This is an optimization exercise on Yosys and OpenROAD, whose aim is small area and a short achievable clock period, not a production implementation.
Function was checked by simulation only, so behaviour that the tests miss may differ from the original.
No activity file was given, so power comes from the tool's default toggle rates.

==> flow/design.v (excerpt) <==
module FPM(A, B, SUM, clk);
  input [31:0] A, B;
  input clk;
  output [31:0] SUM;
  wire       s0_sgn = A[31] ^ B[31];
  wire [7:0] s0_exp = A[30:23] + B[30:23] + 8'h81;
  wire n1 = A[1] & A[0];
  wire n2 = A[1] ^ A[0];
  wire n3 = A[2] & A[1];
  wire n4 = A[2] ^ A[1];
  wire n5 = A[3] & A[2];
  wire n6 = A[3] ^ A[2];
  wire n7 = A[4] & A[3];
  wire n8 = A[4] ^ A[3];
  wire n9 = A[5] & A[4];
  wire n10 = A[5] ^ A[4];
  wire n11 = A[6] & A[5];
  wire n12 = A[6] ^ A[5];
  wire n13 = A[7] & A[6];
  wire n14 = A[7] ^ A[6];
  wire n15 = A[8] & A[7];
  wire n16 = A[8] ^ A[7];
  wire n17 = A[9] & A[8];
  wire n18 = A[9] ^ A[8];
  wire n19 = A[10] & A[9];
  wire n20 = A[10] ^ A[9];
  wire n21 = A[11] & A[10];
  wire n22 = A[11] ^ A[10];
  wire n23 = A[12] & A[11];
  wire n24 = A[12] ^ A[11];
  wire n25 = A[13] & A[12];
  wire n26 = A[13] ^ A[12];
  wire n27 = A[14] & A[13];
  wire n28 = A[14] ^ A[13];
  wire n29 = A[15] & A[14];
  wire n30 = A[15] ^ A[14];
  wire n31 = A[16] & A[15];
  wire n32 = A[16] ^ A[15];
  wire n33 = A[17] & A[16];
  wire n34 = A[17] ^ A[16];
  wire n35 = A[18] & A[17];
  wire n36 = A[18] ^ A[17];
  wire n37 = A[19] & A[18];
  wire n38 = A[19] ^ A[18];
  wire n39 = A[20] & A[19];
  wire n40 = A[20] ^ A[19];
  wire n41 = A[21] & A[20];
  wire n42 = A[21] ^ A[20];
  wire n43 = A[22] & A[21];
  wire n44 = A[22] ^ A[21];
  wire n45 = 1'b1 & A[22];
  wire n46 = 1'b1 ^ A[22];
  wire n47 = n1 | (n2 & 1'b0);
  wire n48 = n3 | (n4 & n1);
  wire n49 = n4 & n2;
  wire n50 = n5 | (n6 & n3);
  wire n51 = n6 & n4;
  wire n52 = n7 | (n8 & n5);
  wire n53 = n8 & n6;
  wire n54 = n9 | (n10 & n7);
  wire n55 = n10 & n8;
  wire n56 = n11 | (n12 & n9);
  wire n57 = n12 & n10;
  wire n58 = n13 | (n14 & n11);
  wire n59 = n14 & n12;
  wire n60 = n15 | (n16 & n13);
  wire n61 = n16 & n14;
  wire n62 = n17 | (n18 & n15);
  wire n63 = n18 & n16;
  wire n64 = n19 | (n20 & n17);
  wire n65 = n20 & n18;
  wire n66 = n21 | (n22 & n19);
  wire n67 = n22 & n20;
  wire n68 = n23 | (n24 & n21);
  ...
For scale: ~97 I/O pins.
==> flow/config.mk <==
export PLATFORM = sky130hd
export DESIGN_NAME = FPM
export DESIGN_NICKNAME = FPM
export VERILOG_FILES = /design/flow/design.v
export SDC_FILE = /design/flow/constraint.sdc
export NUM_CORES = 4
export LEC_CHECK = 0
export CAP_MARGIN = 20
export CORE_MARGIN = 2
export CORE_UTILIZATION = 62
export CTS_CLUSTER_DIAMETER = 100
export CTS_CLUSTER_SIZE = 32
export SETUP_SLACK_MARGIN = 0.95
export SLEW_MARGIN = 20
export SYNTH_HIERARCHICAL = 1
export SYNTH_MINIMUM_KEEP_SIZE = 0
==> flow/constraint.sdc <==
create_clock -name core_clock -period 3.0 [get_ports {clk}]
set_input_delay 0.6000 -clock core_clock [delete_from_list [all_inputs] [get_ports {clk}]]
set_output_delay 0.6000 -clock core_clock [all_outputs]
set_load 0.01 [all_outputs]
standard.sh (not shown) runs the stock make flow with config.mk's settings and CLKGATE_MAP_FILE= SYNTH_SCRIPT=/design/flow/synth_recipe.tcl, a recipe that flattens the netlist after the stock synthesis.
==> flow/flow/run.sh <==
#!/bin/bash
# Layout: the standard ORFS flow (standard.sh, unchanged synthesis and
# steps), except that the buffers global placement puts on the input and
# output ports are plain buffers (buf_2, resized later as timing needs)
# instead of the delay cell buffer_ports picks by default.
set -euo pipefail
cd "$(dirname "$0")/.."
export BUFFER_PORTS_ARGS="-buffer_cell sky130_fd_sc_hd__buf_2"
bash standard.sh > standard_flow.log 2>&1
Edit:
- CORE_UTILIZATION: 62 -> 55
- SETUP_SLACK_MARGIN: 0.95 -> 1.0
Effect:
- The changed run passed the timing, design-rule and antenna checks
- sequential power is about the same
- die area rose by 12%
- area after synthesis is unchanged
- worst hold slack loses 36 ps
- final area rose by 0.97%
- sequential share of layout area shrinks by 0.40 points
- final cell count climbs by 2.4%
Edit:
- SETUP_SLACK_MARGIN: 1.0 -> 0.95
What happened: Cell area came out lower by 0.34%. Maximum frequency fell by about 1%. Area after synthesis is unchanged. Setup slack gets worse by 21 ps. Die area stays the same. Global-route usage increases by 0.38 points. Synthesized cell count is unchanged. Via count barely changes.
Edit:
- CTS_CLUSTER_DIAMETER: 100 -> 90
- CTS_CLUSTER_SIZE: 32 -> 28
After rerunning: Sequential power hardly moves; core utilization climbs by 0.26 points; clock power grows by about 6%; worst setup slack improved by 8.6 ps.


Setup of build 44:
Another version of the RTL of FPM (not shown whole).
For scale: ~620 flip-flops, ~27000 µm² of cells after synthesis.
clock: 3.0 ns
lec_check: 0
cap_margin: 20
core_margin: 2
core_utilization: 65
cts_cluster_diameter: 100
cts_cluster_size: 32
place_density: 0.8
setup_slack_margin: 0.95
slew_margin: 20
synth_hierarchical: 1
synth_minimum_keep_size: 0
run.sh (not shown) runs the stock make flow with config.mk's settings and CLKGATE_MAP_FILE= SYNTH_SCRIPT=/design/flow/synth_recipe.tcl, a recipe that flattens the netlist after the stock synthesis.
Stock flow here: none of the scripts above is used.
The inputs of build 48 differ from those of build 44 as listed below.
- clearing PLACE_DENSITY, which used to be 0.8
- swapping 100 for 60 in CTS_CLUSTER_DIAMETER
- swapping 65 for 55 in CORE_UTILIZATION
- DRC violation count after routing across build 44 and build 48: no real change.
- Going from build 44 to build 48, cell count after placement increased 91, final area rose 1100 µm².
- Tapcell count grows by more than 10% when moving from build 44 to build 48.
- Relative to build 44, share of post-route cells with drive strength above 1 has increased by 1.7 points in build 48.
- Build 48 ends up with higher worst clock skew than build 44 does.
- CTS buffer count: build 48 > build 44
- Build 44 vs build 48, first element of the critical path: A[5] vs r1_m4[6]
- Wire length | build 48 above build 44
- Going from build 44 to build 48, biggest cell delay along the critical path grows by 0.57 ns.
Input-level comparison between build 71 and build 48:
- CTS_CLUSTER_DIAMETER changed from 60 to 100
==> flow/flow/run.sh (new file) <==
#!/bin/bash
# Layout: the standard ORFS flow (standard.sh, unchanged synthesis and
# steps), except that the buffers global placement puts on the input and
# output ports are plain buffers (buf_2, resized later as timing needs)
# instead of the delay cell buffer_ports picks by default.
set -euo pipefail
cd "$(dirname "$0")/.."
export BUFFER_PORTS_ARGS="-buffer_cell sky130_fd_sc_hd__buf_2"
bash standard.sh > standard_flow.log 2>&1
==> flow/standard.sh (new file) <==
#!/bin/bash
# synth_recipe.tcl (not shown) runs the flow's synth.tcl, then flattens the netlist and writes it again
# the make line also repeats each setting of config.mk as NAME=value (left out here)
make -C /OpenROAD-flow-scripts/flow DESIGN_CONFIG=/design/flow/config.mk WORK_HOME=/design/flow/orfs CLKGATE_MAP_FILE= SYNTH_SCRIPT=/design/flow/synth_recipe.tcl "${@:-finish}"
removed: flow/run.sh
## What came out
Between build 71 and build 48, it is build 71 whose required arrival time at the worst endpoint is higher, by 0.02 ns.
Between build 48 and build 71, number of post-CTS setup repair buffers decreased.
Re final period demand of the worst path: build 71 and build 48 aren't equal, and the higher value belongs to build 48.
Build 48 → build 71: filler-free cell count of the finished design lost 1.8%, non-clock buffer count shows a reduction of 10, highest achievable clock rate increased by about 1.7% relative to the old numbers.
## Diff of input files: build 39 against build 71
- CTS_CLUSTER_SIZE now 24, was 32
- CTS_CLUSTER_DIAMETER now 80, was 100
==> flow/run.sh (new file) <==
#!/bin/bash
# synth_recipe.tcl (not shown) runs the flow's synth.tcl, then flattens the netlist and writes it again
# the make line also repeats each setting of config.mk as NAME=value (left out here)
make -C /OpenROAD-flow-scripts/flow DESIGN_CONFIG=/design/flow/config.mk WORK_HOME=/design/flow/orfs CLKGATE_MAP_FILE= SYNTH_SCRIPT=/design/flow/synth_recipe.tcl finish
removed: flow/flow/run.sh
removed: flow/standard.sh
Results
- All of build 39 and build 71 finish clean.
- Delta (build 39 minus build 71): final critical-path setup slack went down 0.043 ns, clock-buffer cell count saw an increase, number of buffer and inverter stages on the critical path saw a decrease, cell area after technology mapping flat, final cell count now larger.
- Build 39 vs build 71, actual transition at the worst max-transition pin went up by 0.077 ns.
- Going from build 71 to build 39, via count comparable, first-pass GRT wire length now larger.
- Total net switching power for build 39: 1.7% up relative to build 71
- From build 71 to build 39, setup TNS after final layout did not move at all.


FPM, a different RTL version from the one above (not shown whole).
For scale: roughly 2100 cells after synthesis, about 700 flip-flops.
## FPM
module FPM(A, B, SUM, clk);
  input [31:0] A, B;
  input clk;
  output [31:0] SUM;
  wire       s0_sgn = A[31] ^ B[31];
  wire [7:0] s0_exp = A[30:23] + B[30:23] + 8'h81;
  wire [24:0] q = {1'b1, B[22:0], 1'b0};
  wire [11:0] s0_one, s0_two, s0_neg;
  genvar gi, gj;
  generate for (gi = 0; gi < 12; gi = gi + 1) begin : enc
    assign s0_one[gi] = q[2*gi+1] ^ q[2*gi];
    assign s0_two[gi] = (q[2*gi+2] & ~q[2*gi+1] & ~q[2*gi]) | (~q[2*gi+2] & q[2*gi+1] & q[2*gi]);
    assign s0_neg[gi] = q[2*gi+2] & ~(q[2*gi+1] & q[2*gi]);
  end endgenerate
  reg [22:0] r1_a;
  reg [11:0] r1_one, r1_two, r1_neg;
  reg        r1_sgn;
  reg [7:0]  r1_exp;
  always @(posedge clk) begin
    r1_a <= A[22:0]; r1_one <= s0_one; r1_two <= s0_two; r1_neg <= s0_neg;
    r1_sgn <= s0_sgn; r1_exp <= s0_exp;
  end
  wire [11:0] one = r1_one, two = r1_two, neg = r1_neg;
  wire [24:0] m = {1'b1, r1_a[22:0], 1'b0};   
  wire [24:0] pp [0:11];
  generate for (gi = 0; gi < 12; gi = gi + 1) begin : rw
    for (gj = 0; gj < 25; gj = gj + 1) begin : cl
      if (gj == 24)
        assign pp[gi][gj] = two[gi] ^ neg[gi];
      else
        assign pp[gi][gj] = ((one[gi] & m[gj+1]) | (two[gi] & m[gj])) ^ neg[gi];
    end
  end endgenerate
  wire n1 = ~neg[0];
  wire n2 = ~neg[1];
  wire n3 = ~neg[2];
  wire n4 = ~neg[3];
  wire n5 = ~neg[4];
  wire n6 = ~neg[5];
  wire n7 = ~neg[6];
  wire n8 = ~neg[7];
  wire n9 = ~neg[8];
  wire n10 = ~neg[9];
  wire n11 = ~neg[10];
  wire n12 = ~neg[11];
  wire n13, n14;
  fpm_fa un13 (neg[1], pp[0][2], pp[1][0], n13, n14);
  wire n15, n16;
  fpm_fa un15 (neg[2], pp[0][4], pp[1][2], n15, n16);
  wire n17, n18;
  fpm_fa un17 (pp[0][5], pp[1][3], pp[2][1], n17, n18);
  wire n19, n20;
  fpm_fa un19 (neg[3], pp[0][6], pp[1][4], n19, n20);
  wire n21, n22;
  fpm_fa un21 (pp[0][7], pp[1][5], pp[2][3], n21, n22);
  wire n23, n24;
  fpm_fa un23 (neg[4], pp[0][8], pp[1][6], n23, n24);
  wire n25, n26;
  ...
export LEC_CHECK = 0
export CAP_MARGIN = 20
export CORE_MARGIN = 2
export CORE_UTILIZATION = 55
export SETUP_SLACK_MARGIN = 1.0
export SLEW_MARGIN = 20
export SYNTH_HIERARCHICAL = 1
export SYNTH_MINIMUM_KEEP_SIZE = 0
create_clock -name core_clock -period 3.0 [get_ports {clk}]
Stock flow here: none of the scripts above is used.
The first run finished clean.
Next try:
CTS_BUF_LIST = sky130_fd_sc_hd__clkbuf_4 sky130_fd_sc_hd__clkbuf_8   (was unset)
Wire length stays flat.
Cell area barely changes.
Global-route usage is about the same.
Synthesized area stays the same.
Critical path depth is unchanged.
Synthesized cell count is unchanged.
Die area does not change.
Sequential cell count does not change.

re-timing with driven ports:
Ports are ideal in the flow. The routed layouts listed here were re-timed in OpenROAD.
Step 1 assumes that a clkbuf_16 drives the clock port and a buf_2 every other input.
Step 2 also shifts input and output timing later by t, the mid clock arrival at the registers, as if the neighbouring blocks saw the same clock.
Slacks: no drivers / after step 1 / after step 2; pairs: no drivers / after step 1.
run	t, ns	setup slack, ns	hold WS [ns]	worst data-port slew with drivers (ns)
the first run of note 1	0.641	0.977 / 0.977 / 0.513	0.139 / 0.102 / 0.323	0.08
the second run of note 1	0.649	0.995 / 0.995 / 0.516	0.103 / 0.074 / 0.330	0.08
the third run of note 1	0.642	0.974 / 0.974 / 0.494	0.135 / 0.099 / 0.320	0.08
the fourth run of note 1	0.661	0.983 / 0.983 / 0.486	0.117 / 0.075 / 0.327	0.08
build 44	0.631	0.940 / 0.950 / 0.349	0.121 / 0.103 / 0.333	0.08
build 48	0.637	0.948 / 0.948 / 0.342	0.134 / 0.110 / 0.328	0.08
build 71	0.643	0.983 / 0.993 / 0.350	0.102 / 0.079 / 0.332	0.08
build 39	0.619	0.940 / 0.937 / 0.332	0.134 / 0.110 / 0.325	0.08
the first run of note 3	0.665	1.004 / 1.004 / 0.427	0.319 / 0.319 / 0.319	0.05
the second run of note 3	0.745	0.990 / 0.990 / 0.370	0.321 / 0.313 / 0.321	0.05
After both steps every run listed still meets setup and hold. For build 71, which loses most, drivers alone change the setup slack by +0.010 ns; drivers and shift together by -0.633 ns.
